What follows belongs to an exercise in optimizing a design on an open flow for small area; a production flow would make more cautious choices. The RTL was checked by simulation tests, not by an equivalence proof against the original design. No driver is modelled on the clock port, so clocking that relies on it looks cheaper here than on a real chip. Power is estimated from default activity; no workload was simulated.

==> run.sh <==
#!/bin/bash
# synth_recipe.tcl (not shown) runs the flow's synth.tcl, then flattens the netlist and writes it again
# the make line also repeats each setting of config.mk as NAME=value (left out here)
make -C /OpenROAD-flow-scripts/flow DESIGN_CONFIG=/design/flow/config.mk WORK_HOME=/design/flow/orfs CLKGATE_MAP_FILE= SYNTH_SCRIPT=/design/flow/synth_recipe.tcl finish
==> constraint.sdc <==
create_clock -name core_clock -period 10.0 [get_ports {clk}]
set_input_delay 2.0000 -clock core_clock [delete_from_list [all_inputs] [get_ports {clk}]]
set_output_delay 2.0000 -clock core_clock [all_outputs]
set_load 0.01 [all_outputs]
==> design.v <==
module elevator_controller_top(
    input wire clk,
    input wire rst,
    input wire call_up_0,
    input wire call_up_1,
    input wire call_down_1,
    input wire call_down_2,
    input wire select_floor_0,
    input wire select_floor_1,
    input wire select_floor_2,
    output reg [1:0] current_floor,
    output wire door_open,
    output wire moving_up,
    output wire moving_down
);
    reg moving;
    reg sx;
    reg [15:0] mc;              
    reg [2:0] req;
    reg passenger_inside;
    reg [1:0] pd;               
    reg [1:0] target;           
    reg blinking;
    reg door_q;
    reg bc_live;                
    reg [8:0] bc;               
    reg [12:0] dt;              
    assign moving_up = moving & sx;
    assign moving_down = moving & ~sx;
    assign door_open = door_q;
    wire floor_reached = ~moving & sx;
    wire idle = ~moving & ~sx;
    wire return_to_zero = ~passenger_inside & pd[0];
    localparam [8:0] BC_M500 = 9'h1ff, BC_T500 = 9'h43;
    localparam [12:0] DT_M5000 = 13'h1e9f, DT_T5000 = 13'hc10;
    localparam [15:0] MC_M30000 = 16'hdfe5, MC_T30000 = 16'hdee5;
    localparam [15:0] MC_M50000 = 16'hfdff, MC_T50000 = 16'ha06d;
    localparam [15:0] MC_POL = 16'haaaa;
    localparam [12:0] DT_POL = 13'h0aaa;
    wire [15:0] mcs = mc ^ MC_POL;      
    wire [12:0] dts = dt ^ DT_POL;
    wire move_done = (mcs & MC_M30000) == MC_T30000;
    wire stop_done = (mcs & MC_M50000) == MC_T50000;
    wire blink_wrap = (bc & BC_M500) == BC_T500;
    wire window_end = (dts & DT_M5000) == DT_T5000;
    wire [15:0] mc_step = {mcs[14:0], ~(mcs[15] ^ mcs[8])};
    wire [8:0] bc_step = {bc[7:0], ~(bc[8] ^ bc[4])};
    wire [12:0] dt_step = {dts[11:0], ~(dts[12] ^ dts[5])};
    wire [1:0] cf = current_floor;
    wire req_here = (~cf[1] & ~cf[0] & req[0]) | (cf[0] & req[1]) | (cf[1] & req[2]);
    wire any_req = |req;
    wire [1:0] next_floor = {sx & cf[0], sx ? ~cf[0] : cf[1]};
    wire pass_on = (sx & ~cf[0] & ~cf[1] & target[1]) |
                   (~sx & cf[1] & ~target[1] & ~target[0]);
    wire arrive = !((sx & cf[0] & ~target[1] & ~target[0]) |
                    (~sx & cf[0] & target[1])) & !pass_on;
    wire go_up = target[1] ? ~cf[1] : (target[0] & ~cf[1] & ~cf[0]);
    always @(posedge clk) begin
        if (idle || (moving && move_done))
            mc <= MC_POL;
        else
            mc <= mc_step ^ MC_POL;
    end
    always @(posedge clk or posedge rst) begin
        if (rst) begin
            current_floor <= 2'd0;
            moving <= 1'b0;
            sx <= 1'b0;
        end else if (moving) begin
            if (move_done) begin
                current_floor <= next_floor;
                if (arrive) begin
                    moving <= 1'b0;
                    sx <= 1'b1;
                end else if (!pass_on) begin
                    moving <= 1'b0;
                    sx <= 1'b0;
                end
            end
        end else if (sx) begin
            if (stop_done)
                sx <= 1'b0;
        end else begin
            if (req_here) begin
                sx <= 1'b1;
            end else if (any_req && target != cf) begin
                moving <= 1'b1;
                sx <= go_up;
            end
        end
    end
    wire accept = !passenger_inside && !pd[0];
    wire any_sel = select_floor_0 || select_floor_1 || select_floor_2;
    wire drop = floor_reached && passenger_inside && cf == pd;
    always @(posedge clk or posedge rst) begin
        if (rst) begin
            req <= 3'b000;
            passenger_inside <= 1'b0;
            pd[0] <= 1'b0;
        end else begin
            if (floor_reached) begin
                case (cf)
                    2'd0: req[0] <= 1'b0;
                    2'd1: req[1] <= 1'b0;
                    2'd2: req[2] <= 1'b0;
                    default: ;
                endcase
            end
            if (drop) begin
                passenger_inside <= 1'b0;
                pd[0] <= cf != 2'd0;
            end else if (floor_reached && return_to_zero && cf == 2'd0)
                pd[0] <= 1'b0;
            if (return_to_zero && !floor_reached)
                req[0] <= 1'b1;
            if (accept) begin
                if (call_up_0 || select_floor_0) req[0] <= 1'b1;
                if (call_up_1 || call_down_1 || select_floor_1) req[1] <= 1'b1;
                if (call_down_2 || select_floor_2) req[2] <= 1'b1;
                if (any_sel) begin
                    passenger_inside <= 1'b1;
                    pd[0] <= !select_floor_2 && select_floor_1;
                end
            end
        end
    end
    always @(posedge clk) begin
        if (accept && any_sel)
            pd[1] <= select_floor_2;
        if (return_to_zero)
            target <= 2'd0;
        else if (passenger_inside)
            target <= pd;
        else if (any_req) begin
            if (req_here)
                target <= cf;
            else if (cf == 2'd0)
                target <= req[1] ? 2'd1 : 2'd2;
            else if (cf == 2'd1)
                target <= req[0] ? 2'd0 : 2'd2;
            else
                target <= req[1] ? 2'd1 : 2'd0;
        end else
            target <= cf;
    end
    always @(posedge clk) begin
        if (blinking)
            dt <= dt_step ^ DT_POL;
        else
            dt <= DT_POL;
        if (blinking)
            bc <= blink_wrap ? 9'd0 : bc_step;
        else if (!bc_live)
            bc <= 9'd0;
    end
    always @(posedge clk or posedge rst) begin
        if (rst) begin
            blinking <= 1'b0;
            door_q <= 1'b0;
            bc_live <= 1'b0;
        end else begin
            if (blinking)
                bc_live <= 1'b1;
            if (blinking) begin
                if (window_end) begin
                    blinking <= 1'b0;
                    door_q <= 1'b0;
                end else if (blink_wrap)
                    door_q <= !door_q;
            end else if (floor_reached)
                blinking <= 1'b1;
        end
    end
endmodule
==> config.mk <==
export PLATFORM = sky130hd
export DESIGN_NAME = elevator_controller_top
export DESIGN_NICKNAME = elevator_controller_top
export VERILOG_FILES = /design/flow/design.v
export SDC_FILE = /design/flow/constraint.sdc
export NUM_CORES = 4
export LEC_CHECK = 0
export CAP_MARGIN = 20
export CORE_MARGIN = 2
export CORE_UTILIZATION = 40
export SLEW_MARGIN = 20
==> qor.yml, run 1 <==
rsz0062_at_grt: "no"
ys_async_sr_fraction_pct: 22.6
ys.flop_type: "dfxtp_1"
final-setup-viol-count: 0
crit_end: "moving_up"
antenna_found_initial: 0
synth-seq-cells: 53
cp_max_fo: 15
vias: 1449
arrival_ps: 1640
fin_cells: 282
slew_violations: 0
globalplace.congestion: 0.796
nNetsFinal: 220
synth_nets: 211
power.density_nw_per_um2: 142
rr_endpoint: "target[0]"
syn_to_final_growth_pct: 11.1
skew_ps: 3.06
yosysTopAreaCell: "dfxtp_1"
dieArea_sq_um: 5920
row_count: 26
synth.most_common_cell: "dfxtp_1"
cts_hold_repair.buffers: 0
dr.pass1.iters: 4
cts_sinks: 53
post-route-period-util_pct: 36.4
cts-buffers-inserted: 5
hold_start: "dt[8]"
drc: 0
leakage_uw: 0.000955
outcome: "timing/DRC/antenna clean"
fin_worst_hold_slack_ps: 375
r2r_setup_slack_ps: 8380
fp.dieW_microns: 76.9
io_buffers: 13
crit_required_ps: 8000
post-dp-hpwl_microns: 2540
slew_headroom_pct: 59.1
peakVddDrop_uv: 93.0
yosysSeqAreaShare_pct: 57.4
syn_inst: 202
final-hold-violation-count: 0
synthTopCellsByArea: "dfxtp_1 (29%), dfrtp_1 (14%), edfxtp_1 (14%)"
worstSkewPairLatency_ps: 300
synth-edff-count: 10
die_y_microns: 76.9
post-place-cells: 274
grt_max_degree: 29
drive_above_1_share_pct: 7.08
synth_top_area_share_pct: 29.2
yosys.cell_types.count: 53
grt_pass1_vias: 1387
grt-ovfl-total: 0
max_freq_mhz: 275
netlist_area_sq_um: 2130
power.total_uw: 336
grt.total_usage_pct: 14.0
via_per_inst: 5.14
hold_path.class: "reg -> reg"
initialDrtViolationCount: 91
rr_startpoint: "current_floor[0]"
ys_top_cells_by_count: "dfxtp_1 (31), nand2_1 (24), nor2_1 (17)"
ios: 14
period_minus_slack_ps: 3640
avgSynthCellArea_sq_um: 10.5
cts_resized: 0
path_class: "reg -> out"
r2r_cells: 4
grt_pass1_wl_microns: 6520
ant_nets: 0
yosys_warnings: 1
postCtsSetupBuffers: 0
root_buffer: "clkbuf_8"
worstSetupStartpoint: "sx"
routedWlPerCell_microns: 13.0
finalWirelength_microns: 3670
worst_pin_slew_ps: 609
setup-tns-final_ps: 0
path_clk_slew_ps: 90
cp-end-kind: "output port"
crit_path_start_kind: "register"
diodes: 0
cts_htree_levels: 2
cts_tree: "done"
fin_util_pct: 46.3
drv_cap: 0
start_util_pct: 41.7
clockBufferDepth: 2
coreArea_sq_um: 5110
## layer usage
metal  vias to the layer above  track usage, %  part of all wire (%)
met5                         -               0                     0
met4                         0            6.00                   1.7
met3                         8            3.53                   3.1
met2                        19            20.4                    43
met1                       694            19.6                    52
li1                        728               -                     -
## worst min-delay path by stage
stage	depth (start not counted)	endpoint
after floorplan	1	dt[7]
after global placement	1	dt[9]
after detailed placement	1	dt[9]
after CTS	1	dt[9]
after global routing	1	dt[7]
final	1	dt[9]
## cell type report
cell class	instances	area [sq um]
fillers	509	2740
well taps	70	87.6
multi-input cells	133	827
flip-flops and latches	53	1220
clock buffers	8	80.1
repair buffers	13	130
inverters	5	18.8
## critical path, stage by stage, from the launching register on
cell and delay (ps):
dfrtp_1 580, and2_2 230, clkdlybuf4s50_1 530
## sequential cells by signal, indices dropped and copies added (netlist names)
register,flops
mc,16
blinking,1
moving,1
req,3
dt,13
current_floor,2
target,2
bc,9
pd,2
passenger_inside,1
bc_live,1
sx,1
door_q,1
## cells by family (layout without fill, tap and decap cells)
kind of cell / Yosys count / count (layout) / share of synthesized area (%)
compound gates: 35 / 35 / 11.1
xor+xnor: 7 / 7 / 2.88
buf+inv: 16 / 26 / 3.76
flops: 53 / 53 / 57.4
mux: 1 / 1 / 0.529
simple gates: 90 / 90 / 24.4
## cells in the final DEF (no fill, tap or decap), types with 2 or more instances in the layout
cell type,Yosys,routed
clkdlybuf4s50_1,0,13
xnor2_1,2,2
o21a_1,2,2
o31ai_1,3,3
o21ai_0,10,10
nand2b_1,3,3
dfxtp_1,31,31
clkbuf_1,5,3
a221oi_1,2,2
o211ai_1,2,2
inv_1,5,5
nor4_1,4,4
nor4b_1,2,2
dfrtp_1,12,12
a21oi_1,4,4
nor2_1,17,17
nor3_1,2,2
nand2_1,24,24
and2_1,4,4
clkbuf_8,0,5
edfxtp_1,10,10
nor3b_1,5,5
nand4_1,3,3
and3_1,6,6
xor2_1,5,5
nor2b_1,6,6
## through the flow
| step | setup slack, ps | area, sq um |
|---|---|---|
| 3_3_place_gp | 6710 | 2280 |
| 5_1_grt | 6260 | 2360 |
| 4_1_cts | 6360 | 2360 |
| 3_5_place_dp | 6690 | 2280 |
| 6_report | 6360 | 2360 |
| 2_1_floorplan | 7280 | 2130 |
## power breakdown
part           switching (uW)  internal, uW  total (uW)  leakage [uW]
Sequential                  0           217         217      0.000497
Combinational            1.92          2.85        4.77      0.000419
Clock                    63.8          49.9         114     0.0000395
Total                    65.8           270         336      0.000955
==> run 2: changes to the inputs <==
==> flow/run.sh (new file) <==
#!/bin/bash
# The standard layout (standard.sh), with three changes that only make it smaller:
# - synthesis maps the logic with an area-oriented ABC script (flow/area.abc);
# - the port buffers are sky130_fd_sc_hd__buf_1;
# - clock tree synthesis uses clkbuf_8 buffers without dummy loads.
set -euo pipefail
W=$(pwd)
export FLOW_ABC_SCRIPT=$W/flow/area.abc
bash standard.sh \
  SYNTH_SCRIPT=$W/flow/synth.tcl \
  BUFFER_PORTS_ARGS="-buffer_cell sky130_fd_sc_hd__buf_1" \
  CTS_ARGS="-sink_clustering_enable -repair_clock_nets -buf_list sky130_fd_sc_hd__clkbuf_8 -root_buf sky130_fd_sc_hd__clkbuf_8 -sink_clustering_size 60 -sink_clustering_max_diameter 300 -dont_use_dummy_load" \
  finish > $W/standard.log 2>&1
==> flow/area.abc (new file) <==
&get -n
&st
&syn2
&dch -f
&nf -R 1000
&put
topo
dnsize
==> flow/synth.tcl (new file) <==
# The standard synthesis (synth_recipe.tcl), with ABC's technology mapping run from
# this flow's area-oriented script instead of ORFS's speed script. Registers are mapped
# before ABC runs, so they come out the same as in the standard synthesis.
proc synth {args} { yosys synth -nofsm -noshare {*}$args }
proc abc {args} {
  set i [lsearch -exact $args -script]
  if { $i >= 0 } {
    lset args [expr { $i + 1 }] $::env(FLOW_ABC_SCRIPT)
  }
  yosys abc {*}$args
}
source $::env(SCRIPTS_DIR)/synth.tcl
# left out here: clear keep_hierarchy, flatten, clean up, hide names made inside functions, write 1_2_yosys.v
==> standard.sh (new file) <==
#!/bin/bash
# synth_recipe.tcl (not shown) runs the flow's synth.tcl, then flattens the netlist and writes it again
# the make line also repeats each setting of config.mk as NAME=value (left out here)
make -C /OpenROAD-flow-scripts/flow DESIGN_CONFIG=/design/flow/config.mk WORK_HOME=/design/flow/orfs CLKGATE_MAP_FILE= SYNTH_SCRIPT=/design/flow/synth_recipe.tcl "${@:-finish}"
--- a/config.mk
+++ b/config.mk
@@ -7,5 +7,6 @@
 export LEC_CHECK = 0
 export CAP_MARGIN = 20
 export CORE_MARGIN = 2
-export CORE_UTILIZATION = 40
+export CORE_UTILIZATION = 70
+export PLACE_DENSITY = 0.9
 export SLEW_MARGIN = 20
removed: run.sh
==> run 2 against run 1 <==
  * Total power is 3.6% lower
  * Synthesized cell count is 6.9% lower
  * Worst setup slack better by 450 ps
==> qor.yml, run 2 <==
crit_path_start_kind: "register"
slew_headroom_pct: 37.9  # -21 points
dr_wl_met3_microns: 177  # +55%
worstSetupStartpoint: "sx"
cts-buffers-inserted: 5  # unchanged
diodes: 0  # unchanged
cp_max_fo: 13  # -2
post-dp-hpwl_microns: 2700  # +6.2%
final_common_cell: "dfxtp_1"
dr.pass1.iters: 4  # unchanged
drive_above_1_share_pct: 2.43  # -4.6 points
yosys.cell_types.count: 39  # -26%
synth_top_area_share_pct: 31.6  # +2.5 points
rr_startpoint: "mc[8]"
slowest_stage: "dfrtp_1"
power.density_nw_per_um2: 153  # +7.5%
rsz0062_at_grt: "no"
root_buffer: "clkbuf_8"
drc: 0  # unchanged
dpl-instance-area_sq_um: 2050  # -10%
ys_async_sr_fraction_pct: 22.6  # unchanged
p_comb_share_pct: 0.8  # -0.6 points
start_util_pct: 72.4  # +31 points
fp.dieW_microns: 57.0  # -26%
die_y_microns: 57.0  # -26%
clockPowerShare_pct: 32.1  # -1.8 points
peakVddDrop_uv: 180  # +94%
arrival_ps: 1190  # -450 ps
final_cell_area_sq_um: 2120  # -10%
cts_resized: 0  # unchanged
worstSkewPairLatency_ps: 300  # about the same
cts_sinks: 53  # unchanged
fill_cells: 170  # -67%
switching_share_pct: 18.6  # -0.96 points
synth_nets: 197  # -6.6%
row_count: 19  # -27%
grt.total_usage_pct: 26.2  # +12 points
finalWirelength_microns: 3830  # +4.3%
intPower_uw: 263  # -2.5%
synth-seq-cells: 53  # unchanged
seq_power_share_pct: 67.1  # +2.4 points
path_class: "reg -> out"
outcome: "timing/DRC/antenna clean"
topRoutingLayerUsed: "met4"
yosys_warnings: 1  # unchanged
ios: 14  # unchanged
yosysTopAreaCell: "dfxtp_1"
routedWlPerCell_microns: 16.2  # +24%
via_per_inst: 6.29  # +22%
regMostFlops: "mc"
worst_pin_slew_ps: 921  # +312 ps
period_minus_slack_ps: 3190  # -448 ps
path_clk_slew_ps: 90  # about the same
skew_ps: 18.7  # +15.7 ps
crit_required_ps: 8000  # about the same
largest_reg_flops: 16  # unchanged
ant_nets: 0  # unchanged
hold_start: "dt[6]"
cts_tree: "done"
grt_pass1_wl_microns: 6420  # -1.6%
syn_to_final_growth_pct: 7.97
path_buf_inv: 1  # unchanged
final-hold-violation-count: 0  # unchanged
hold_path.class: "reg -> reg"
vias: 1490  # +2.8%
initialDrtViolationCount: 148  # +63%
crit_family: "flip-flops"
ys_top_cells_by_count: "dfxtp_1 (31), nand2_1 (27), nor2_1 (16)"
slew_violations: 0  # unchanged
io_buffers: 13  # unchanged
nNetsFinal: 217  # -1.4%
switchingPower_uw: 60.3  # -8.3%
max_freq_mhz: 314  # +14%
cp-end-kind: "output port"
met1_length_microns: 1660  # -13%
setup-tns-final_ps: 0  # unchanged
grt_pass1_vias: 1472  # +6.1%
antenna_found_initial: 0  # unchanged
post-route-period-util_pct: 31.9  # -4.5 points
layout_common_cells: "dfxtp_1 (31), nand2_1 (27), nor2_1 (16)"
yosysSeqAreaShare_pct: 62.2  # +4.8 points
netlist_area_sq_um: 1960  # -7.8%
crit_chain: "and2_0 -> buf_1"
ys.flop_type: "dfxtp_1"
cts_htree_levels: 2  # unchanged
leakage_uw: 0.000833  # -13%
clockBufferDepth: 2  # unchanged
avgSynthCellArea_sq_um: 10.4  # -0.89%
grt_max_degree: 28  # -3.4%
coreArea_sq_um: 2710  # -47%
final-setup-viol-count: 0  # unchanged
drv_cap: 0  # unchanged
cpPeakStageDelay_ps: 580  # about the same
reg.largest.list: "mc x16, dt x13, bc x9"
globalplace.congestion: 0.880  # +11%
synth-edff-count: 10  # unchanged
syn_inst: 188  # -6.9%
postCtsSetupBuffers: 0  # unchanged
synthTopCellsByArea: "dfxtp_1 (32%), dfrtp_1 (15%), edfxtp_1 (15%)"
grt-ovfl-total: 0  # unchanged
dieArea_sq_um: 3240  # -45%
wl_met2_microns: 1930  # +21%
cts_hold_repair.buffers: 0  # unchanged
synth.most_common_cell: "dfxtp_1"
==> run 2: cell count changes in the layout (fill, tap and decap cells not counted), sizes merged, moves of 4 or more <==
| cell | before | now |
|---|---|---|
| inv | 5 | 0 |
| a21oi | 4 | 10 |
| xor2 | 5 | 0 |
| buf | 0 | 13 |
| clkdlybuf4s50 | 13 | 0 |
| a31oi | 1 | 5 |
| clkinv | 0 | 4 |
==> run 2: layout make-up <==
| type | instances | area, sq um | area share, % |
|---|---|---|---|
| repair buffers | 13 | 48.8 | 2.30 |
| well taps | 31 | 38.8 | 1.83 |
| multi-input cells | 131 | 727 | 34.3 |
| flip-flops and latches | 53 | 1220 | 57.6 |
| inverters | 4 | 15.0 | 0.708 |
| clock buffers | 5 | 68.8 | 3.25 |
==> run 2: final timing paths <==
check                                 end  slack (ps)  depth (start not counted)
worst min register to register      dt[7]         380                          1
worst max register to register      mc[0]        7930                          6
worst max-delay path            moving_up        6810                          2
max in group asynchronous           pd[0]        8130                          2
min in group asynchronous          door_q        1610                          2
worst min-delay path                dt[7]         380                          1
==> run 2: cells by family after synthesis <==
kind of cell	share of synthesized area (%)
AOI/OAI and AO/OA	13.6
xor gates and xnor gates	1.78
buffers and inverters	0.765
and+or+nand+nor	21.2
muxes	0.510
DFF	62.2
==> run 2: routing by layer <==
| layer | vias up | global-route usage, % |
|---|---|---|
| li1 | 708 | - |
| met2 | 44 | 45.2 |
| met5 | - | 0 |
| met3 | 7 | 8.84 |
| met4 | 0 | 8.31 |
| met1 | 731 | 31.2 |
==> run 2: power groups by stage <==
| stage | logic [uW] | registers (uW) | clock network, uW |
|---|---|---|---|
| finish | 2.53 | 217 | 104 |
| global route | 2.91 | 217 | 114 |
| CTS | 2.59 | 217 | 105 |
| detailed placement | 2.54 | 222 | 0 |
| global placement | 2.34 | 222 | 0 |
| floorplan | 0.801 | 222 | 0 |
==> run 2: through the flow <==
step | std cells | hold WS, ps | setup WS (ps) | utilization, % | total power (uW)
3_3_place_gp | 232 | 355 | 7170 | 75.7 | 224
5_1_grt | 237 | 396 | 6730 | 78.2 | 334
3_5_place_dp | 232 | 367 | 7130 | 75.7 | 225
2_1_floorplan | 188 | 352 | 7270 | - | 223
4_1_cts | 237 | 378 | 6810 | 78.2 | 325
6_report | 237 | 384 | 6810 | 78.2 | 324
==> run 3: changes to the inputs <==
--- a/config.mk
+++ b/config.mk
@@ -7,6 +7,5 @@
 export LEC_CHECK = 0
 export CAP_MARGIN = 20
 export CORE_MARGIN = 2
-export CORE_UTILIZATION = 70
-export PLACE_DENSITY = 0.9
+export CORE_UTILIZATION = 40
 export SLEW_MARGIN = 20
==> run 3 against run 2 <==
  * First-iteration DRC count shrank 4.7%
  * Area after synthesis is the same
  * Final area grew 2.1%
  * Final cell count grew 15%
  * Sequential share of layout area shrank 1.2 points
  * Sequential cell count is the same
  * Highest routed layer unchanged
==> qor.yml, run 3 <==
post-place-cells: 268  # +16%
grt_max_degree: 28  # unchanged
power.density_nw_per_um2: 150  # -1.8%
synthTopCellsByArea: "dfxtp_1 (32%), dfrtp_1 (15%), edfxtp_1 (15%)"
cts_resized: 0  # unchanged
yosysTopAreaCell: "dfxtp_1"
final_common_cell: "dfxtp_1"
fin_util_pct: 45.8  # -32 points
syn_to_final_growth_pct: 10.3
dr.pass1.iters: 4  # unchanged
skew_ps: 28.1  # +9.33 ps
worst_pin_slew_ps: 918  # -3.54 ps
grt_pass1_wl_microns: 5850  # -8.8%
hold_path.class: "reg -> reg"
synth_nets: 197  # unchanged
row_count: 25  # +6
slew_headroom_pct: 38.2  # +0.24 points
slowest_stage: "dfrtp_1"
leakage_uw: 0.000833  # unchanged
final-setup-viol-count: 0  # unchanged
regMostFlops: "mc"
yosys_warnings: 1  # unchanged
cp-end-kind: "output port"
post-route-period-util_pct: 31.7  # -0.17 points
ant_nets: 0  # unchanged
root_buffer: "clkbuf_8"
cp_max_fo: 13  # unchanged
start_util_pct: 41.6  # -31 points
drive_above_1_share_pct: 2.43  # unchanged
antenna_found_initial: 0  # unchanged
reg.largest.list: "mc x16, dt x13, bc x9"
r2r_cells: 6  # unchanged
grtUsageMet2_pct: 20.4  # -25 points
globalplace.congestion: 0.802  # -8.9%
cts_hold_repair.buffers: 0  # unchanged
min_path_cells: 1  # unchanged
crit_family: "flip-flops"
ios: 14  # unchanged
ys_async_sr_fraction_pct: 22.6  # unchanged
slew_violations: 0  # unchanged
synth-seq-cells: 53  # unchanged
layout_common_cells: "dfxtp_1 (31), nand2_1 (27), nor2_1 (16)"
routedWlPerCell_microns: 12.4  # -23%
netlist_area_sq_um: 1960  # unchanged
fill_cells: 455  # +170%
crit_required_ps: 8000  # about the same
busiest_layer: "met2"
period_minus_slack_ps: 3170  # -16.8 ps
grt_pass1_vias: 1232  # -16%
postCtsSetupBuffers: 0  # unchanged
cts_sinks: 53  # unchanged
cts_htree_levels: 2  # unchanged
syn_inst: 188  # unchanged
grt-ovfl-total: 0  # unchanged
final-hold-violation-count: 0  # unchanged
fp.dieW_microns: 74.1  # +30%
max_freq_mhz: 315  # +0.53%
arrival_ps: 1170  # -20 ps
avgSynthCellArea_sq_um: 10.4  # unchanged
clockBufferDepth: 2  # unchanged
post-dp-hpwl_microns: 2380  # -12%
crit_cells: 2  # unchanged
synth_top_area_share_pct: 31.6  # unchanged
synth-edff-count: 10  # unchanged
setup-tns-final_ps: 0  # unchanged
ys_top_cells_by_count: "dfxtp_1 (31), nand2_1 (27), nor2_1 (16)"
vias: 1370  # -8.1%
finalWirelength_microns: 3380  # -12%
largest_reg_flops: 16  # unchanged
synth.most_common_cell: "dfxtp_1"
path_class: "reg -> out"
die_y_microns: 74.1  # +30%
io_buffers: 13  # unchanged
diodes: 0  # unchanged
via_per_inst: 5.02  # -20%
fin_cells: 273  # +15%
met3_usage_pct: 4.47  # -4.4 points
cpPeakStageDelay_ps: 570  # about the same
crit_chain: "and2_0 -> buf_1"
drc: 0  # unchanged
coreArea_sq_um: 4720  # +74%
path_clk_slew_ps: 80  # about the same
grtUsageMet1_pct: 20.1  # -11 points
ys.flop_type: "dfxtp_1"
cts_tree: "done"
drv_cap: 0  # unchanged
nNetsFinal: 217  # unchanged
rsz0062_at_grt: "no"
path_buf_inv: 1  # unchanged
power.total_uw: 324  # +0.29%
outcome: "timing/DRC/antenna clean"
yosysSeqAreaShare_pct: 62.2  # unchanged
worstSkewPairLatency_ps: 300  # about the same
grt.total_usage_pct: 14.1  # -12 points
yosys.cell_types.count: 39  # unchanged
dieArea_sq_um: 5480  # +69%
initialDrtViolationCount: 141  # -4.7%
cts-buffers-inserted: 5  # unchanged
peakVddDrop_uv: 70.6  # -61%
crit_path_start_kind: "register"
==> run 3: cell counts after synthesis <==
No cell type changed its count.
==> run 3: stage by stage <==
stage	instance area (sq um)	setup slack (ps)	hold WS, ps
floorplan	1960	7270	352
global placement	2100	7130	354
detailed placement	2100	7120	357
CTS	2160	6810	378
global route	2160	6710	391
finish	2160	6830	376
==> run 3: worst register-to-register path: stages, from the launching register on <==
cell and delay [ps]:
dfxtp_1 340, nor4b_1 320, nand3_1 150, nor4_1 340
nand2_1 190, o21ai_0 390, nor2_1 110
==> run 3: per-layer routing <==
layer / vias to the layer above / part of all wire [%] / wire length, microns
met2: 23 / 44 / 1480
li1: 712 / - / -
met1: 630 / 51 / 1720
met3: 5 / 4.0 / 134
met5: - / 0 / 0
met4: 0 / 1.2 / 42
==> run 3: logic make-up (layout without fill, tap and decap cells) <==
group,count (synthesis),in the layout,share of synthesized area (%)
AND/OR/NAND/NOR,83,83,21.2
flip-flops,53,53,62.2
AO/OA/AOI/OAI,43,43,13.6
multiplexers,1,1,0.510
XOR/XNOR,4,4,1.78
buffers and inverters,4,22,0.765
==> run 3: area by class of cell <==
| class | instances | area [sq um] | area share, % |
|---|---|---|---|
| clock buffers | 5 | 68.8 | 3.18 |
| inverters | 4 | 15.0 | 0.694 |
| multi-input cells | 131 | 727 | 33.6 |
| flip-flops and latches | 53 | 1220 | 56.4 |
| well taps | 67 | 83.8 | 3.87 |
| repair buffers | 13 | 48.8 | 2.25 |
==> run 3: path summary, 6_finish.rpt <==
check                      start   endpoint  slack, ps
setup / recovery              sx  moving_up       6830
hold / removal             dt[8]      dt[9]        380
setup reg to reg           mc[8]      mc[0]       8010
hold reg to reg            dt[8]      dt[9]        380
max in group asynchronous    rst     moving       8100
min in group asynchronous    rst     req[0]       1610
==> run 3: where the power goes <==
group | total [uW] | internal (uW) | switching [uW]
Combinational | 2.48 | 0.782 | 1.70
Sequential | 217 | 217 | 0
Clock | 105 | 45.2 | 59.5
==> run 4: changes to the inputs <==
--- a/design.v
+++ b/design.v
@@ -22,7 +22,6 @@
     reg [1:0] target;           
     reg blinking;
     reg door_q;
-    reg bc_live;                
     reg [8:0] bc;               
     reg [12:0] dt;              
     assign moving_up = moving & sx;
@@ -31,21 +30,25 @@
     wire floor_reached = ~moving & sx;
     wire idle = ~moving & ~sx;
     wire return_to_zero = ~passenger_inside & pd[0];
-    localparam [8:0] BC_M500 = 9'h1ff, BC_T500 = 9'h43;
-    localparam [12:0] DT_M5000 = 13'h1e9f, DT_T5000 = 13'hc10;
-    localparam [15:0] MC_M30000 = 16'hdfe5, MC_T30000 = 16'hdee5;
-    localparam [15:0] MC_M50000 = 16'hfdff, MC_T50000 = 16'ha06d;
+    localparam [8:0] BC_SEED = 9'h1fd;
+    localparam [8:0] BC_M500 = 9'hef, BC_T500 = 9'hef;   
+    localparam [12:0] DT_SEED = 13'h9b7;
+    localparam [12:0] DT_M5000 = 13'h17ce, DT_T5000 = 13'h34c;   
+    localparam [15:0] MC_SEED = 16'h676b;
+    localparam [15:0] MC_M30000 = 16'h5fef, MC_T30000 = 16'h1de5;   
+    localparam [15:0] MC_M50000 = 16'hf5fa, MC_T50000 = 16'hf5fa;   
     localparam [15:0] MC_POL = 16'haaaa;
     localparam [12:0] DT_POL = 13'h0aaa;
     wire [15:0] mcs = mc ^ MC_POL;      
     wire [12:0] dts = dt ^ DT_POL;
+    wire [8:0] bcs = bc ^ BC_SEED;
     wire move_done = (mcs & MC_M30000) == MC_T30000;
     wire stop_done = (mcs & MC_M50000) == MC_T50000;
-    wire blink_wrap = (bc & BC_M500) == BC_T500;
+    wire blink_wrap = (bcs & BC_M500) == BC_T500;
     wire window_end = (dts & DT_M5000) == DT_T5000;
-    wire [15:0] mc_step = {mcs[14:0], ~(mcs[15] ^ mcs[8])};
-    wire [8:0] bc_step = {bc[7:0], ~(bc[8] ^ bc[4])};
-    wire [12:0] dt_step = {dts[11:0], ~(dts[12] ^ dts[5])};
+    wire [15:0] mc_step = {mcs[14:0], ~(mcs[15] ^ mcs[6])};
+    wire [8:0] bc_step = {bcs[7:0], ~(bcs[8] ^ bcs[3])};
+    wire [12:0] dt_step = {dts[11:0], ~(dts[12] ^ dts[2])};
     wire [1:0] cf = current_floor;
     wire req_here = (~cf[1] & ~cf[0] & req[0]) | (cf[0] & req[1]) | (cf[1] & req[2]);
     wire any_req = |req;
@@ -57,7 +60,7 @@
     wire go_up = target[1] ? ~cf[1] : (target[0] & ~cf[1] & ~cf[0]);
     always @(posedge clk) begin
         if (idle || (moving && move_done))
-            mc <= MC_POL;
+            mc <= MC_SEED ^ MC_POL;
         else
             mc <= mc_step ^ MC_POL;
     end
@@ -147,20 +150,16 @@
         if (blinking)
             dt <= dt_step ^ DT_POL;
         else
-            dt <= DT_POL;
-        if (blinking)
-            bc <= blink_wrap ? 9'd0 : bc_step;
-        else if (!bc_live)
-            bc <= 9'd0;
+            dt <= DT_SEED ^ DT_POL;
     end
     always @(posedge clk or posedge rst) begin
         if (rst) begin
             blinking <= 1'b0;
             door_q <= 1'b0;
-            bc_live <= 1'b0;
+            bc <= 9'd0;
         end else begin
             if (blinking)
-                bc_live <= 1'b1;
+                bc <= blink_wrap ? 9'd0 : bc_step ^ BC_SEED;
             if (blinking) begin
                 if (window_end) begin
                     blinking <= 1'b0;
==> run 4 against run 3 <==
  * Still clean
  * Area after synthesis is 1.7% lower
  * Maximum frequency down 0.97%
  * First-iteration DRC count shrank 38%
  * Register-to-register slack improved by 60 ps
  * Clock power about the same
  * Core utilization down 0.76 points
  * Final cell count is 3.3% lower
  * Largest power group unchanged
==> qor.yml, run 4 <==
fin_cells: 264  # -3.3%
power.total_uw: 317  # -2.3%
grt-ovfl-total: 0  # unchanged
cp_max_fo: 12  # -1
final-hold-violation-count: 0  # unchanged
grt_pass1_wl_microns: 5840  # -0.12%
nNetsFinal: 221  # +1.8%
syn_inst: 192  # +2.1%
setup-tns-final_ps: 0  # unchanged
post-place-cells: 259  # -3.4%
via_per_inst: 5.30  # +5.6%
slowest_stage: "dfrtp_1"
row_count: 25  # unchanged
drv_cap: 0  # unchanged
hold_path.class: "reg -> reg"
leakage_uw: 0.000814  # -2.3%
netlist_area_sq_um: 1930  # -1.7%
routedWlPerCell_microns: 12.9  # +3.9%
synth-seq-cells: 52  # -1.9%
cts-buffers-inserted: 5  # unchanged
grt_pass1_vias: 1305  # +5.9%
dieArea_sq_um: 5390  # -1.6%
fin_ws_ps: 6800  # -31.2 ps
ys.flop_type: "dfxtp_1"
grt.total_usage_pct: 14.5  # +0.36 points
ys_async_sr_fraction_pct: 38.5  # +16 points
crit_path_start_kind: "register"
cts_tree: "done"
path_clk_slew_ps: 100  # +20 ps
clockBufferDepth: 2  # unchanged
root_buffer: "clkbuf_8"
ios: 14  # unchanged
path_class: "reg -> out"
period_minus_slack_ps: 3200  # +31.2 ps
finalWirelength_microns: 3390  # +0.47%
synth_nets: 201  # +2.0%
regMostFlops: "mc"
worstSkewPairLatency_ps: 310  # about the same
crit_required_ps: 8000  # about the same
yosys_warnings: 1  # unchanged
pre_cts_ws_ps: 7130  # +9.27 ps
slew_violations: 0  # unchanged
skew_ps: 24.6  # -3.46 ps
peakVddDrop_uv: 83.5  # +18%
cp-end-kind: "output port"
die_y_microns: 73.5  # -0.82%
antenna_found_initial: 0  # unchanged
cts_htree_levels: 2  # unchanged
cpPeakStageDelay_ps: 570  # about the same
reg.largest.list: "mc x16, dt x13, bc x9"
synthTopCellsByArea: "dfxtp_1 (32%), dfrtp_1 (26%), nand2_1 (6.0%)"
diodes: 0  # unchanged
avgSynthCellArea_sq_um: 10.0  # -3.8%
cts_hold_repair.buffers: 0  # unchanged
vias: 1399  # +2.1%
post-dp-hpwl_microns: 2290  # -3.5%
yosys.cell_types.count: 34  # -13%
ys_top_cells_by_count: "dfxtp_1 (31), nand2_1 (31), nor2_1 (27)"
yosysSeqAreaShare_pct: 59.7  # -2.5 points
post-route-period-util_pct: 32.0  # +0.31 points
initialDrtViolationCount: 87  # -38%
coreArea_sq_um: 4690  # -0.66%
largest_reg_flops: 16  # unchanged
power.density_nw_per_um2: 150  # about the same
drive_above_1_share_pct: 2.38  # -0.046 points
synth-edff-count: 1  # -9
crit_chain: "and2_0 -> buf_1"
slew_headroom_pct: 42.4  # +4.2 points
arrival_ps: 1200  # +30 ps
cts_sinks: 52  # -1.9%
start_util_pct: 41.1  # -0.44 points
drc: 0  # unchanged
fp.dieW_microns: 73.5  # -0.82%
yosysTopAreaCell: "dfxtp_1"
io_buffers: 13  # unchanged
fin_worst_hold_slack_ps: 378  # +2.86 ps
max_freq_mhz: 312  # -0.97%
ant_nets: 0  # unchanged
outcome: "timing/DRC/antenna clean"
worst_pin_slew_ps: 855  # -62.6 ps
final-setup-viol-count: 0  # unchanged
layout_common_cells: "nand2_1 (31), dfxtp_1 (31), nor2_1 (27)"
grt_max_degree: 21  # -25%
syn_to_final_growth_pct: 9.60
cts_resized: 0  # unchanged
rsz0062_at_grt: "no"
dr.pass1.iters: 5  # +1
postCtsSetupBuffers: 0  # unchanged
synth_top_area_share_pct: 32.2  # +0.55 points
globalplace.congestion: 0.786  # -2.0%
-- run 4: changes by cell type in the layout (fill, tap and decap cells not counted), sizes merged, moves of 4 or more --
cell,before,now
nand2,27,31
mux2,0,5
nor2b,8,2
nor2,16,27
and2,5,1
edfxtp,10,1
xor2,0,7
a31oi,5,1
dfrtp,12,20
and3,5,0
-- run 4: cell type report --
cell class	instances	area, sq um
fillers	461	2580
flip-flops and latches	52	1150
multi-input cells	136	763
clock buffers	5	68.8
well taps	54	67.6
repair buffers	13	48.8
inverters	4	15.0
-- run 4: cells by family after synthesis --
group	Yosys count	share of synthesized area [%]
compound gates	38	12.5
xor+xnor	8	3.63
buf+inv	4	0.778
flops	52	59.7
mux	5	2.92
simple gates	85	20.6
-- run 4: final timing paths --
check | endpoint | cells past startpoint | slack [ps] | from
max | moving_up | 2 | 6800 | sx
min | dt[6] | 1 | 380 | dt[5]
max reg2reg | door_q | 3 | 8070 | blinking
min reg2reg | dt[6] | 1 | 380 | dt[5]
max in group asynchronous | req[0] | 2 | 7940 | rst
min in group asynchronous | sx | 2 | 1680 | rst
-- run 4: per-layer routing --
layer,wire (microns),track usage [%],vias to the layer above
met1,1640,18.3,658
met5,0,0,-
li1,-,-,714
met4,43,6.67,0
met2,1580,22.1,23
met3,136,5.35,4
-- run 4: worst max-delay path, delay by kind of cell (launching register included) --
family / cells / cell delay, ps
AND/OR/NAND/NOR: 1 / 170
flip-flops: 1 / 570
buffers and inverters: 1 / 150
-- run 4: per-stage QoR --
step                      util (%)  area (sq um)
final                         45.1          2110
after global routing          45.1          2110
after CTS                     45.1          2110
after detailed placement      43.6          2050
after global placement        43.6          2050
after floorplan                  -          1930
-- run 4: report_power, final --
part | leakage (uW) | internal (uW) | switching (uW)
registers | 0.000505 | 209 | 0
logic | 0.000273 | 0.781 | 2.22
clock network | 0.0000359 | 45.2 | 59.9
==> run 5: changes to the inputs <==
==> flow/run.sh (replaced) <==
#!/bin/bash
# The standard layout (standard.sh), with four changes that only make it smaller:
# - synthesis maps the logic with an area-oriented ABC script (flow/area.abc);
# - the port buffers are sky130_fd_sc_hd__buf_1;
# - clock tree synthesis uses clkbuf_8 buffers without dummy loads;
# - the clock tree's root buffer, which drives only the leaf buffers, is a clkbuf_2
#   (flow/post_cts.tcl).
set -euo pipefail
W=$(pwd)
export FLOW_ABC_SCRIPT=$W/flow/area.abc
bash standard.sh \
  SYNTH_SCRIPT=$W/flow/synth.tcl \
  BUFFER_PORTS_ARGS="-buffer_cell sky130_fd_sc_hd__buf_1" \
  CTS_ARGS="-sink_clustering_enable -repair_clock_nets -buf_list sky130_fd_sc_hd__clkbuf_8 -root_buf sky130_fd_sc_hd__clkbuf_8 -sink_clustering_size 60 -sink_clustering_max_diameter 300 -dont_use_dummy_load" \
  POST_CTS_TCL=$W/flow/post_cts.tcl \
  finish > $W/standard.log 2>&1
==> flow/post_cts.tcl (new file) <==
# The clock tree's root buffer drives only the leaf clock buffers, so a small
# buffer is enough there: resize every clock buffer whose loads are all clock buffers.
foreach inst [get_cells -filter "ref_name =~ sky130_fd_sc_hd__clkbuf_*"] {
  set out [get_pins -of_objects $inst -filter "direction == output"]
  set loads [get_pins -of_objects [get_nets -of_objects $out] -filter "direction == input"]
  set all_bufs 1
  foreach p $loads {
    if { ![string match "sky130_fd_sc_hd__clkbuf_*" [get_property [get_cells -of_objects $p] ref_name]] } {
      set all_bufs 0
    }
  }
  if { $all_bufs && [llength $loads] > 0 } {
    puts "post_cts: [get_property $inst name] -> sky130_fd_sc_hd__clkbuf_2"
    replace_cell $inst sky130_fd_sc_hd__clkbuf_2
  }
}
estimate_parasitics -placement
==> run 5 against run 4 <==
  * Still clean on timing, DRC and antenna
  * Global-route usage decreased by 0.086 points
  * Routed wire length fell by 0.91%
  * Via count is 0.71% lower
  * Clock-buffer cell count unchanged
  * Total power shrank 2.3%
  * Non-clock buffer count unchanged
  * Maximum frequency fell by 2.3%
  * Final cell count unchanged
  * Core utilization fell by 0.19 points
  * Clock power decreased by 7%
  * Sequential power hardly changed
  * Area after synthesis unchanged
  * Largest cell class unchanged
==> qor.yml, run 5 <==
cp_max_fo: 12  # unchanged
hold_path.class: "reg -> reg"
initialDrtViolationCount: 82  # -5.7%
rr_startpoint: "blinking"
slew_violations: 0  # unchanged
max_freq_mhz: 305  # -2.3%
hold_start: "dt[5]"
diodes: 0  # unchanged
grt-ovfl-total: 0  # unchanged
arrival_ps: 1280  # +80 ps
ios: 14  # unchanged
post-route-period-util_pct: 32.8  # +0.74 points
outcome: "timing/DRC/antenna clean"
drc: 0  # unchanged
final_cell_area_sq_um: 2110  # -0.41%
ant_nets: 0  # unchanged
dpl-instance-area_sq_um: 2050  # unchanged
pre_cts_ws_ps: 7130  # unchanged
worstSetupStartpoint: "sx"
drive_above_1_share_pct: 2.38  # unchanged
path_class: "reg -> out"
nNetsFinal: 221  # unchanged
cp-end-kind: "output port"
setup-tns-final_ps: 0  # unchanged
post-place-cells: 259  # unchanged
start_util_pct: 41.1  # unchanged
fp.dieW_microns: 73.5  # unchanged
cts_sinks: 52  # unchanged
via_per_inst: 5.26  # -0.71%
post-dp-hpwl_microns: 2290  # unchanged
dieArea_sq_um: 5390  # unchanged
synth-seq-cells: 52  # unchanged
antenna_found_initial: 0  # unchanged
avgSynthCellArea_sq_um: 10.0  # unchanged
fin_ws_ps: 6720  # -73.8 ps
period_minus_slack_ps: 3280  # +73.8 ps
syn_inst: 192  # unchanged
reg.largest.list: "mc x16, dt x13, bc x9"
slew_headroom_pct: 42.9  # +0.51 points
layout_common_cells: "nand2_1 (31), dfxtp_1 (31), nor2_1 (27)"
rsz0062_at_grt: "no"
globalplace.congestion: 0.786  # unchanged
skew_ps: 24.4  # -0.218 ps
path_clk_slew_ps: 100  # about the same
fin_util_pct: 44.9  # -0.19 points
fill_cells: 461  # unchanged
syn_to_final_growth_pct: 9.14
die_y_microns: 73.5  # unchanged
drv_cap: 0  # unchanged
grt_pass1_vias: 1303  # -0.15%
synth-edff-count: 1  # unchanged
dr.pass1.iters: 4  # -1
ys_async_sr_fraction_pct: 38.5  # unchanged
grt_pass1_wl_microns: 5840  # unchanged
crit_required_ps: 8000  # about the same
crit_chain: "and2_0 -> buf_1"
slowest_stage: "dfrtp_1"
synth_top_area_share_pct: 32.2  # unchanged
largest_reg_flops: 16  # unchanged
finalWirelength_microns: 3360  # -0.91%
vias: 1389  # -0.71%
coreArea_sq_um: 4690  # unchanged
crit_path_start_kind: "register"
synthTopCellsByArea: "dfxtp_1 (32%), dfrtp_1 (26%), nand2_1 (6.0%)"
synth_nets: 201  # unchanged
final-setup-viol-count: 0  # unchanged
yosysTopAreaCell: "dfxtp_1"
row_count: 25  # unchanged
power.density_nw_per_um2: 147  # -1.9%
yosysSeqAreaShare_pct: 59.7  # unchanged
peakVddDrop_uv: 83.3  # -0.24%
fin_cells: 264  # unchanged
grt.total_usage_pct: 14.4  # -0.086 points
yosys.cell_types.count: 34  # unchanged
ys.flop_type: "dfxtp_1"
routedWlPerCell_microns: 12.7  # -0.91%
cpPeakStageDelay_ps: 570  # about the same
yosys_warnings: 1  # unchanged
cts_tree: "done"
ys_top_cells_by_count: "dfxtp_1 (31), nand2_1 (31), nor2_1 (27)"
netlist_area_sq_um: 1930  # unchanged
leakage_uw: 0.000811  # -0.37%
regMostFlops: "mc"
worstSkewPairLatency_ps: 390  # +80 ps
io_buffers: 13  # unchanged
worst_pin_slew_ps: 847  # -7.57 ps
final-hold-violation-count: 0  # unchanged
grt_max_degree: 21  # unchanged
==> run 5: cell counts after synthesis <==
Identical to the previous run, type by type.
==> run 5: final cells by class <==
cell class	count	area (sq um)	area share, %
flip-flops and latches	52	1150	54.7
repair buffers	13	48.8	2.32
inverters	4	15.0	0.713
multi-input cells	136	763	36.2
well taps	54	67.6	3.21
clock buffers	5	60.1	2.85
==> run 5: path summary, 6_finish.rpt <==
check | end | slack, ps | depth (start not counted)
setup / recovery | moving_up | 6720 | 2
hold / removal | dt[6] | 380 | 1
setup reg to reg | door_q | 8070 | 3
hold reg to reg | dt[6] | 380 | 1
max in group asynchronous | req[0] | 8020 | 2
min in group asynchronous | sx | 1600 | 2
==> run 5: cell families after synthesis <==
logic type	after synthesis	share of synthesized area, %
simple gates	85	20.6
flops	52	59.7
compound gates	38	12.5
xor+xnor	8	3.63
mux	5	2.92
buf+inv	4	0.778
==> run 5: where the power goes <==
part | total, uW | internal [uW] | switching, uW
sequential | 209 | 209 | 0
clock | 97.8 | 38.3 | 59.5
combinational | 2.99 | 0.781 | 2.21
==> run 5: layer usage <==
| layer | share of wire [%] | track usage [%] | routed length, microns |
|---|---|---|---|
| met1 | 48 | 18.3 | 1620 |
| met2 | 48 | 22.1 | 1610 |
| met3 | 3.3 | 4.94 | 111 |
| met4 | 0.77 | 6.67 | 26 |
| met5 | 0 | 0 | 0 |
==> run 5: critical path, delay by kind of cell (launching register included) <==
family	cells	cell delay, ps
DFF	1	570
and+or+nand+nor	1	170
buffers and inverters	1	150
==> run 5: metrics by stage <==
stage,total power (uW),hold WS (ps)
finish,310,379
global route,324,398
detailed placement,216,369
global placement,216,363
floorplan,215,355
==> run 6: changes to the inputs <==
==> flow/area.abc (replaced) <==
&get -n
&st
&syn2
&dc2
&dch -f
&nf -R 1000
&put
topo
dnsize
strash
&get -n
&st
&syn2
&dc2
&dch -f
&nf -R 1000
&put
topo
dnsize
==> run 6 against run 5 <==
  * Routed wire length is 2.1% lower
  * Synthesized cell count is 4.2% lower
  * Critical path type unchanged
  * Clock power hardly changed
  * Clock-buffer cell count stayed put
  * Final area is 1.8% lower
  * Core utilization is 0.20 points lower
==> qor.yml, run 6 <==
vias: 1338  # -3.7%
hold_path.class: "reg -> reg"
ios: 14  # unchanged
start_util_pct: 40.9  # -0.26 points
post-route-period-util_pct: 32.9  # +0.12 points
r2r_setup_slack_ps: 7830  # -240 ps
grt-ovfl-total: 0  # unchanged
final_common_cell: "dfxtp_1"
yosysTopAreaCell: "dfxtp_1"
final-setup-viol-count: 0  # unchanged
cts_sinks: 52  # unchanged
synth-seq-cells: 52  # unchanged
die_y_microns: 72.8  # -0.93%
largest_reg_flops: 16  # unchanged
row_count: 25  # unchanged
syn_inst: 184  # -4.2%
dieArea_sq_um: 5300  # -1.8%
diodes: 0  # unchanged
antenna_found_initial: 0  # unchanged
rsz0062_at_grt: "no"
grt_max_degree: 21  # unchanged
drv_cap: 0  # unchanged
synth_top_area_share_pct: 32.8  # +0.64 points
post-dp-hpwl_microns: 2350  # +2.4%
hold_start: "dt[4]"
synthTopCellsByArea: "dfxtp_1 (33%), dfrtp_1 (26%), nand2_1 (5.6%)"
max_freq_mhz: 304  # -0.36%
yosys.cell_types.count: 34  # unchanged
drive_above_1_share_pct: 2.48  # +0.094 points
fp.dieW_microns: 72.8  # -0.93%
path_class: "reg -> out"
globalplace.congestion: 0.807  # +2.7%
avgSynthCellArea_sq_um: 10.3  # +2.3%
skew_ps: 14.3  # -10.1 ps
arrival_ps: 1290  # about the same
ys_top_cells_by_count: "dfxtp_1 (31), nand2_1 (28), nor2_1 (24)"
rr_startpoint: "mc[6]"
slew_violations: 0  # unchanged
worstSetupStartpoint: "sx"
fin_cells: 256  # -3.0%
outcome: "timing/DRC/antenna clean"
peakVddDrop_uv: 77.4  # -7.1%
crit_end: "moving_up"
worst_pin_slew_ps: 840  # -7.89 ps
leakage_uw: 0.000810  # -0.20%
drc: 0  # unchanged
power.density_nw_per_um2: 150  # +1.7%
netlist_area_sq_um: 1890  # -1.9%
r2r_cells: 6  # +3
crit_required_ps: 8000  # about the same
post-place-cells: 251  # -3.1%
routedWlPerCell_microns: 12.9  # +0.92%
setup-tns-final_ps: 0  # unchanged
layout_common_cells: "dfxtp_1 (31), nand2_1 (28), nor2_1 (24)"
cp_max_fo: 10  # -2
ys.flop_type: "dfxtp_1"
ys_async_sr_fraction_pct: 38.5  # unchanged
rr_endpoint: "mc[13]"
finalWirelength_microns: 3290  # -2.1%
slew_headroom_pct: 43.4  # +0.53 points
reg.largest.list: "mc x16, dt x13, bc x9"
synth_nets: 193  # -4.0%
coreArea_sq_um: 4630  # -1.3%
io_buffers: 13  # unchanged
grt.total_usage_pct: 14.8  # +0.42 points
regMostFlops: "mc"
synth-edff-count: 1  # unchanged
final-hold-violation-count: 0  # unchanged
syn_to_final_growth_pct: 9.33
cts_tree: "done"
grt_pass1_vias: 1301  # -0.15%
period_minus_slack_ps: 3290  # +11.7 ps
path_clk_slew_ps: 80  # -20 ps
yosysSeqAreaShare_pct: 60.8  # +1.2 points
worstSkewPairLatency_ps: 390  # about the same
nNetsFinal: 213  # -3.6%
ant_nets: 0  # unchanged
dr.pass1.iters: 4  # unchanged
synth.most_common_cell: "dfxtp_1"
grt_pass1_wl_microns: 6090  # +4.1%
crit_path_start_kind: "register"
initialDrtViolationCount: 107  # +30%
yosys_warnings: 1  # unchanged
via_per_inst: 5.23  # -0.66%
cp-end-kind: "output port"
-- run 6: cell types whose count changed in the layout (fill, tap and decap cells not counted), moves of 3 or more --
cell,delta
nand4b_1,+3
nand2_1,-3
nor3_1,-3
nor4b_1,-4
nand3_1,-3
o21ai_0,+4
nor2_1,-3
xor2_1,-4
-- run 6: per-stage QoR --
| stage | hold slack, ps | total power [uW] | setup WS [ps] | cell area, sq um | utilization, % |
|---|---|---|---|---|---|
| after floorplan | 354 | 215 | 7310 | 1890 | - |
| after global placement | 364 | 216 | 7150 | 2010 | 43.4 |
| after detailed placement | 366 | 216 | 7130 | 2010 | 43.4 |
| after global routing | 379 | 323 | 6580 | 2070 | 44.7 |
| final | 371 | 309 | 6710 | 2070 | 44.7 |
-- run 6: layer usage --
layer | track usage [%] | vias to the layer above | wire, microns
li1 | - | 684 | -
met1 | 21.1 | 627 | 1690
met2 | 20.6 | 21 | 1410
met3 | 4.97 | 6 | 127
met4 | 6.17 | 0 | 54
met5 | 0 | - | 0
-- run 6: cell type report --
class / instances / area (sq um)
Tap cell: 54 / 67.6
Multi-Input combinational cell: 128 / 726
Timing Repair Buffer: 13 / 48.8
Sequential cell: 52 / 1150
Inverter: 4 / 15.0
Clock buffer: 5 / 60.1
Fill cell: 467 / 2560
-- run 6: power by group --
group,switching (uW),internal (uW)
logic,2.06,0.729
registers,0,209
clock network,59.5,38.3
total,61.5,248
-- run 6: logic make-up (layout without fill, tap and decap cells) --
group	after synthesis	in the layout	share of synthesized area (%)
AND/OR/NAND/NOR	78	78	20.0
XOR/XNOR	6	6	2.78
flip-flops	52	52	60.8
AO/OA/AOI/OAI	39	39	12.6
multiplexers	5	5	2.91
buffers and inverters	4	22	0.793
-- run 6: worst min path at each step --
stage,endpoint,cells after the start
after floorplan,mc[8],1
after global routing,dt[5],1
final,dt[5],1
after detailed placement,dt[6],1
after global placement,dt[6],1
-- run 6: critical path, stage by stage, from the launching register on --
cell	delay, ps
dfrtp_1	500
and2_0	240
buf_1	170
==> run 7: changes to the inputs <==
==> flow/area.abc (replaced) <==
&get -n
&st
&syn2
&dc2
&dch -f
&nf -R 1000
&put
topo
dnsize
==> run 7 against run 6 <==
  * Core utilization decreased by 0.058 points
  * Final area increased by 0.54%
  * Total power increased by 0.17%
  * Maximum frequency increased by 1.4%
  * Clock-buffer cell count unchanged
  * Routed wire length increased by 2.9%
  * Worst hold slack improved by 8.9 ps
  * Area after synthesis increased by 0.60%
  * Sequential power about the same
  * Critical path depth unchanged
==> qor.yml, run 7 <==
outcome: "timing/DRC/antenna clean"
setup-tns-final_ps: 0  # unchanged
initialDrtViolationCount: 100  # -6.5%
post-route-period-util_pct: 32.4  # -0.47 points
dr.pass1.iters: 4  # unchanged
cts_tree: "done"
synth.most_common_cell: "nand2_1"
diodes: 0  # unchanged
power.total_uw: 310  # +0.17%
rr_endpoint: "mc[12]"
vias: 1344  # +0.45%
ios: 14  # unchanged
yosys_warnings: 1  # unchanged
grt_max_degree: 21  # unchanged
cp-end-kind: "output port"
finalWirelength_microns: 3390  # +2.9%
rr_startpoint: "mc[6]"
grt_pass1_vias: 1248  # -4.1%
cpPeakStageDelay_ps: 480  # -20 ps
drv_cap: 0  # unchanged
nNetsFinal: 218  # +2.3%
synth_nets: 198  # +2.6%
ant_nets: 0  # unchanged
peakVddDrop_uv: 92.2  # +19%
ys_async_sr_fraction_pct: 38.5  # unchanged
power.density_nw_per_um2: 149  # -0.38%
max_freq_mhz: 308  # +1.4%
path_class: "reg -> out"
start_util_pct: 40.8  # about the same
dpl-instance-area_sq_um: 2020  # +0.56%
drive_above_1_share_pct: 2.42  # -0.060 points
yosysSeqAreaShare_pct: 60.5  # -0.36 points
drc: 0  # unchanged
crit_cells: 2  # unchanged
path_buf_inv: 1  # unchanged
cp_max_fo: 9  # -1
io_buffers: 13  # unchanged
yosysTopAreaCell: "dfxtp_1"
ys.flop_type: "dfxtp_1"
reg.largest.list: "mc x16, dt x13, bc x9"
whs_endpoint: "dt[1]"
fp.dieW_microns: 73.0  # +0.28%
worst_pin_slew_ps: 953  # +113 ps
r2r_setup_slack_ps: 7780  # -50 ps
fill_cells: 445  # -4.7%
antenna_found_initial: 0  # unchanged
final_common_cell: "nand2_1"
regMostFlops: "mc"
cts_sinks: 52  # unchanged
synthTopCellsByArea: "dfxtp_1 (33%), dfrtp_1 (26%), nand2_1 (6.5%)"
r2r_cells: 6  # unchanged
grt.total_usage_pct: 14.1  # -0.70 points
syn_to_final_growth_pct: 9.27  # about the same
grt_pass1_wl_microns: 5710  # -6.2%
grt-ovfl-total: 0  # unchanged
post-dp-hpwl_microns: 2330  # -0.83%
globalplace.congestion: 0.819  # +1.5%
slowest_stage: "dfrtp_1"
synth-edff-count: 1  # unchanged
coreArea_sq_um: 4660  # +0.68%
crit_required_ps: 8000  # about the same
layout_common_cells: "nand2_1 (33), dfxtp_1 (31), nor2_1 (28)"
syn_inst: 189  # +2.7%
crit_family: "flip-flops"
avgSynthCellArea_sq_um: 10.1  # -2.1%
leakage_uw: 0.000830  # +2.5%
synth-seq-cells: 52  # unchanged
row_count: 25  # unchanged
final_cell_area_sq_um: 2080  # +0.54%
rsz0062_at_grt: "no"
hold_start: "dt[0]"
crit_chain: "and2_0 -> buf_1"
final-setup-viol-count: 0  # unchanged
via_per_inst: 5.15  # -1.5%
path_clk_slew_ps: 90  # about the same
slew_headroom_pct: 35.8  # -7.6 points
final-hold-violation-count: 0  # unchanged
hold_path.class: "reg -> reg"
routedWlPerCell_microns: 13.0  # +0.95%
skew_ps: 19.9  # +5.57 ps
yosys.cell_types.count: 31  # -8.8%
period_minus_slack_ps: 3240  # -46.8 ps
slew_violations: 0  # unchanged
worstSkewPairLatency_ps: 380  # about the same
netlist_area_sq_um: 1900  # +0.60%
arrival_ps: 1240  # -50 ps
synth_top_area_share_pct: 32.6  # -0.19 points
largest_reg_flops: 16  # unchanged
crit_path_start_kind: "register"
die_y_microns: 73.0  # +0.28%
ys_top_cells_by_count: "nand2_1 (33), dfxtp_1 (31), nor2_1 (28)"
dieArea_sq_um: 5330  # +0.56%
min_path_cells: 1  # unchanged
[run 7: cell count changes after synthesis, sizes merged, moves of 2 or more]
cell	change
nand3	+2
nor3	+2
a211oi	-2
o41ai	+2
o21ai	-7
nand4b	-2
nand2	+5
nor2	+4
[run 7: report_power, final]
group	internal, uW	switching (uW)
clock	38.3	59.6
combinational	0.782	2.25
sequential	209	0
total	248	61.9
[run 7: cell families (layout without fill, tap and decap cells)]
group / after synthesis / in the layout / share of synthesized area (%)
AOI/OAI and AO/OA: 31 / 31 / 10.4
xor gates and xnor gates: 6 / 6 / 2.76
buffers and inverters: 3 / 21 / 0.592
DFF: 52 / 52 / 60.5
muxes: 5 / 5 / 2.89
and+or+nand+nor: 92 / 92 / 22.9
[run 7: final cells by class]
type | count | area, sq um | area share, %
well taps | 54 | 67.6 | 3.25
repair buffers | 13 | 48.8 | 2.35
clock buffers | 5 | 60.1 | 2.89
flip-flops and latches | 52 | 1150 | 55.4
inverters | 3 | 11.3 | 0.542
multi-input cells | 134 | 741 | 35.6
[run 7: layer usage]
layer / GRT usage (%) / share of wire [%]
met5: 0 / 0
met3: 4.14 / 3.9
met1: 20.0 / 52
met2: 19.7 / 42
met4: 6.79 / 1.9
[run 7: worst max path at each step]
stage / start / endpoint
after global routing: current_floor[1] / current_floor[1]
after floorplan: sx / moving_up
final: sx / moving_up
after global placement: sx / moving_up
after detailed placement: current_floor[1] / current_floor[1]
[run 7: through the flow]
step                std cells  hold slack [ps]  worst slack, ps  utilization (%)
floorplan                 189              354             7330                -
detailed placement        256              362             7170             43.3
global placement          256              364             7190             43.3
global route              261              393             6660             44.6
finish                    261              380             6760             44.6

static timing again, ports no longer ideal:
No port has a modelled driver above. Below, the same layouts with a new extraction and two added sets of constraints.
Step 1: set_driving_cell puts a clkbuf_16 on clk and a buf_2 on each other input, an assumption about the parent block.
Step 2 also shifts input and output timing later by t, the mid clock arrival at the registers, as if the neighbouring blocks saw the same clock.
Slacks: ideal ports / drivers / drivers and shift; pairs: ideal ports / drivers.
run	t (ns)	slack for setup (ns)	worst setup path after step 2	slew at the worst register clock pin (ns)
run 1	0.327	6.362 / 6.334 / 6.660	register to output	0.09 / 0.09
run 2	0.311	6.811 / 6.787 / 7.098	register to output	0.09 / 0.09
run 3	0.316	6.827 / 6.801 / 7.117	register to output	0.10 / 0.10
run 4	0.324	6.796 / 6.770 / 7.093	register to output	0.10 / 0.10
run 5	0.402	6.722 / 6.698 / 7.100	register to output	0.10 / 0.10
run 6	0.401	6.711 / 6.688 / 7.089	register to output	0.09 / 0.09
run 7	0.397	6.757 / 6.733 / 7.130	register to output	0.09 / 0.09
After both steps every run listed still meets setup and hold.
